From an optimization exercise on the open Yosys and OpenROAD flow, aimed at small area and a short achievable clock period; shortcuts taken in it are not production practice.
RTL that was checked went through simulation tests only; none was proved equivalent to the original.
Power is estimated from default activity; no workload was simulated.

==> 12-10: inputs <==
==> flow/design.v (excerpt) <==
module FIR(Dout, Din, clk, reset);
output	[17:0]	Dout;
input 	[7:0] 	Din;
input 		clk, reset;
reg [7:0] h1, h2, h3, h4, h5, h6, h7;
reg [15:0] R;
wire s1, c1;
HA u1 (.a(h2[0]), .b(h4[0]), .s(s1), .co(c1));
wire s2, c2;
FA u2 (.a(h2[1]), .b(h4[1]), .c(c1), .s(s2), .co(c2));
wire s3, c3;
FA u3 (.a(h2[2]), .b(h4[2]), .c(c2), .s(s3), .co(c3));
wire s4, c4;
FA u4 (.a(h2[3]), .b(h4[3]), .c(c3), .s(s4), .co(c4));
wire s5, c5;
FA u5 (.a(h2[4]), .b(h4[4]), .c(c4), .s(s5), .co(c5));
wire s6, c6;
FA u6 (.a(h2[5]), .b(h4[5]), .c(c5), .s(s6), .co(c6));
wire s7, c7;
FA u7 (.a(h2[6]), .b(h4[6]), .c(c6), .s(s7), .co(c7));
wire s8, c8;
FA u8 (.a(h2[7]), .b(h4[7]), .c(c7), .s(s8), .co(c8));
wire s9, c9;
FA u9 (.a(h6[0]), .b(h7[0]), .c(Din[0]), .s(s9), .co(c9));
wire n10 = ~s1;
wire s11, c11;
FA u11 (.a(h6[1]), .b(h7[1]), .c(n10), .s(s11), .co(c11));
wire s12, c12;
FA u12 (.a(s11), .b(Din[1]), .c(c9), .s(s12), .co(c12));
wire n13 = ~h7[2];
wire s14, c14;
FA u14 (.a(h3[0]), .b(n13), .c(h6[2]), .s(s14), .co(c14));
wire n15 = ~c11;
wire s16, c16;
FA u16 (.a(s14), .b(s2), .c(n15), .s(s16), .co(c16));
wire n17 = ~s16;
wire s18, c18;
FA u18 (.a(n17), .b(Din[2]), .c(c12), .s(s18), .co(c18));
wire s19, c19;
FA u19 (.a(h6[3]), .b(h7[3]), .c(h6[2]), .s(s19), .co(c19));
wire s20, c20;
FA u20 (.a(h3[1]), .b(h7[0]), .c(c14), .s(s20), .co(c20));
wire s21, c21;
FA u21 (.a(s20), .b(s3), .c(c16), .s(s21), .co(c21));
wire n22 = ~s21;
wire s23, c23;
FA u23 (.a(s19), .b(n22), .c(Din[3]), .s(s23), .co(c23));
wire s24, c24;
FA u24 (.a(h6[0]), .b(h6[4]), .c(h7[4]), .s(s24), .co(c24));
wire s25, c25;
FA u25 (.a(h3[0]), .b(h3[2]), .c(h7[1]), .s(s25), .co(c25));
wire s26, c26;
FA u26 (.a(s1), .b(c19), .c(s24), .s(s26), .co(c26));
wire n27 = ~s26;
wire s28, c28;
FA u28 (.a(s25), .b(c20), .c(n27), .s(s28), .co(c28));
wire s29, c29;
  ...
==> module FIR_dout, before the edit <==
module FIR_dout(input [15:0] R, input [7:0] Din, output [15:0] y);
wire n213 = ~Din[0];
wire s214, c214;
HA u214 (.a(R[0]), .b(n213), .s(s214), .co(c214));
wire n215 = ~Din[1];
wire s216, c216;
HA u216 (.a(R[1]), .b(n215), .s(s216), .co(c216));
wire n217 = ~Din[2];
wire s218, c218;
HA u218 (.a(R[2]), .b(n217), .s(s218), .co(c218));
wire n219 = ~Din[3];
wire s220, c220;
FA u220 (.a(R[3]), .b(Din[0]), .c(n219), .s(s220), .co(c220));
wire n221 = ~Din[4];
wire s222, c222;
FA u222 (.a(R[4]), .b(Din[1]), .c(n221), .s(s222), .co(c222));
wire n223 = ~Din[5];
wire s224, c224;
FA u224 (.a(R[5]), .b(Din[2]), .c(n223), .s(s224), .co(c224));
wire n225 = ~Din[6];
wire s226, c226;
FA u226 (.a(R[6]), .b(Din[3]), .c(n225), .s(s226), .co(c226));
wire n227 = ~Din[7];
wire s228, c228;
FA u228 (.a(R[7]), .b(Din[4]), .c(n227), .s(s228), .co(c228));
wire s229, c229;
HA u229 (.a(R[8]), .b(Din[5]), .s(s229), .co(c229));
wire s230, c230;
HA u230 (.a(R[9]), .b(Din[6]), .s(s230), .co(c230));
wire s231, c231;
HA u231 (.a(R[10]), .b(Din[7]), .s(s231), .co(c231));
wire [15:0] ya = {R[15], R[14], R[13], R[12], R[11], s231, s230, s229, s228, s226, s224, s222, s220, s218, s216, s214};
wire [15:0] yb = {1'b0, 1'b0, 1'b0, 1'b0, c231, c230, c229, c228, c226, c224, c222, c220, c218, c216, c214, 1'b0};
assign y = ya + yb;
endmodule
Settings: LEC_CHECK=0, ABC_CLOCK_PERIOD_IN_PS=2000, CAP_MARGIN=20, CORE_MARGIN=2, CORE_UTILIZATION=40, SLEW_MARGIN=20, SYNTH_HIERARCHICAL=1; clock period 13.0 ns.
standard.sh (not shown) runs the stock make flow with config.mk's settings and CLKGATE_MAP_FILE= SYNTH_SCRIPT=/design/flow/synth_recipe.tcl, a recipe that flattens the netlist after the stock synthesis.
==> flow/flow/run.sh <==
#!/bin/bash
# Layout flow: the standard flow (standard.sh), with its standard synthesis
# unchanged, then the layout steps with a larger setup margin for repair_timing,
# faster port buffers and a smaller clock tree. Each step's full output goes to
# a log in this folder.
set -euo pipefail
bash standard.sh synth > log_synth.txt 2>&1
bash standard.sh SETUP_SLACK_MARGIN=5.5 \
  "BUFFER_PORTS_ARGS=-buffer_cell sky130_fd_sc_hd__buf_1" \
  "CTS_ARGS=-sink_clustering_enable -repair_clock_nets -dont_use_dummy_load -buf_list sky130_fd_sc_hd__clkbuf_8 -sink_clustering_size 36 -sink_clustering_max_diameter 100" \
  finish > log_layout.txt 2>&1
==> 09-22: changes against 12-10 <==
--- a/flow/design.v
+++ b/flow/design.v
@@ -352,37 +352,5 @@
 endmodule
 module FIR_dout(input [15:0] R, input [7:0] Din, output [15:0] y);
-wire n213 = ~Din[0];
-wire s214, c214;
-HA u214 (.a(R[0]), .b(n213), .s(s214), .co(c214));
-wire n215 = ~Din[1];
-wire s216, c216;
-HA u216 (.a(R[1]), .b(n215), .s(s216), .co(c216));
-wire n217 = ~Din[2];
-wire s218, c218;
-HA u218 (.a(R[2]), .b(n217), .s(s218), .co(c218));
-wire n219 = ~Din[3];
-wire s220, c220;
-FA u220 (.a(R[3]), .b(Din[0]), .c(n219), .s(s220), .co(c220));
-wire n221 = ~Din[4];
-wire s222, c222;
-FA u222 (.a(R[4]), .b(Din[1]), .c(n221), .s(s222), .co(c222));
-wire n223 = ~Din[5];
-wire s224, c224;
-FA u224 (.a(R[5]), .b(Din[2]), .c(n223), .s(s224), .co(c224));
-wire n225 = ~Din[6];
-wire s226, c226;
-FA u226 (.a(R[6]), .b(Din[3]), .c(n225), .s(s226), .co(c226));
-wire n227 = ~Din[7];
-wire s228, c228;
-FA u228 (.a(R[7]), .b(Din[4]), .c(n227), .s(s228), .co(c228));
-wire s229, c229;
-HA u229 (.a(R[8]), .b(Din[5]), .s(s229), .co(c229));
-wire s230, c230;
-HA u230 (.a(R[9]), .b(Din[6]), .s(s230), .co(c230));
-wire s231, c231;
-HA u231 (.a(R[10]), .b(Din[7]), .s(s231), .co(c231));
-wire [15:0] ya = {R[15], R[14], R[13], R[12], R[11], s231, s230, s229, s228, s226, s224, s222, s220, s218, s216, s214};
-wire [15:0] yb = {1'b0, 1'b0, 1'b0, 1'b0, c231, c230, c229, c228, c226, c224, c222, c220, c218, c216, c214, 1'b0};
-assign y = ya + yb;
+assign y = R + {5'b0, Din, 3'b0} + {8'b0, ~Din};
 endmodule
 module FA(input a, input b, input c, output s, output co);
--- a/flow/flow/run.sh
+++ b/flow/flow/run.sh
@@ -6,6 +6,6 @@
 set -euo pipefail
 bash standard.sh synth > log_synth.txt 2>&1
-bash standard.sh SETUP_SLACK_MARGIN=5.5 \
-  "BUFFER_PORTS_ARGS=-buffer_cell sky130_fd_sc_hd__buf_1" \
+bash standard.sh SETUP_SLACK_MARGIN=5.7 \
+  "BUFFER_PORTS_ARGS=-buffer_cell sky130_fd_sc_hd__buf_2" \
   "CTS_ARGS=-sink_clustering_enable -repair_clock_nets -dont_use_dummy_load -buf_list sky130_fd_sc_hd__clkbuf_8 -sink_clustering_size 36 -sink_clustering_max_diameter 100" \
   finish > log_layout.txt 2>&1
- CORE_UTILIZATION: 40 -> 65
==> run notes <==
- Between 12-10 and 09-22, the lower via count is in 09-22 (gap 2.4%, measured against 09-22).
- Of 12-10 and 09-22, 12-10 has the higher synthesized area (gap 2.0%, measured against 09-22).
- Global-route usage: 09-22 is higher than 12-10 (11 points).
- Against 09-22, the register-to-register slack of 12-10 is higher by 0.02 ns.
- In 12-10 the power is lower than in 09-22, by about 2.4%.
- In final area, 09-22 and 12-10 hardly differ.
==> figures <==
metric                                                          12-10           09-22
Outcome                                                finished clean  finished clean
Post-Route Utilization                                         0.4459          0.7393
Worst hold start                                                h2[0]           h4[0]
Routing usage on met2                                          0.2525          0.4553
Worst skew pair latency                                       0.36 ns         0.35 ns
Portion of netlist area occupied by mux cells                0.003811        0.001944
Proportion of cell area occupied by multi-input gates          0.6370          0.6341
Post-Synthesis Cells                                              442             434
Via count                                                        3070            2999
Number of global-route vias before repair                        3440            3474
Horizontal extent of the die                                 118.6 µm        93.01 µm
Initial core utilization                                       0.4129          0.6699
First-pass GRT wire length                                   17.08 mm        16.91 mm
Register share of the cell area                                0.2541          0.2536
No functional check of the RTL was part of 09-22.

-- re-timing with driven ports --
The flow's constraints put no driver on any port. The routed layouts listed below were extracted and timed again, unchanged, in two steps.
Step 1: set_driving_cell puts a clkbuf_16 on clk and a buf_2 on each other input, an assumption about the parent block.
Step 2 times the ports against the registers' clock, not the clock port: input delays grow and output delays shrink by t, the midpoint of the rising clock arrivals with the driver on.
Slacks: ideal ports / drivers / drivers and shift; pairs: ideal ports / drivers.
run | shift t [ns] | setup WS [ns] | worst setup path at the end | clock arrival spread, ns | cell pins on the clock port's net
12-10 | 0.372 | 5.668 / 5.646 / 5.646 | input to output | 0.031 / 0.032 | 1
09-22 | 0.370 | 5.807 / 5.731 / 5.731 | input to output | 0.024 / 0.023 | 1
After both steps setup and hold are still met in every run listed. For 09-22, which loses most, drivers alone change the setup slack by -0.076 ns; drivers and shift together by -0.076 ns.
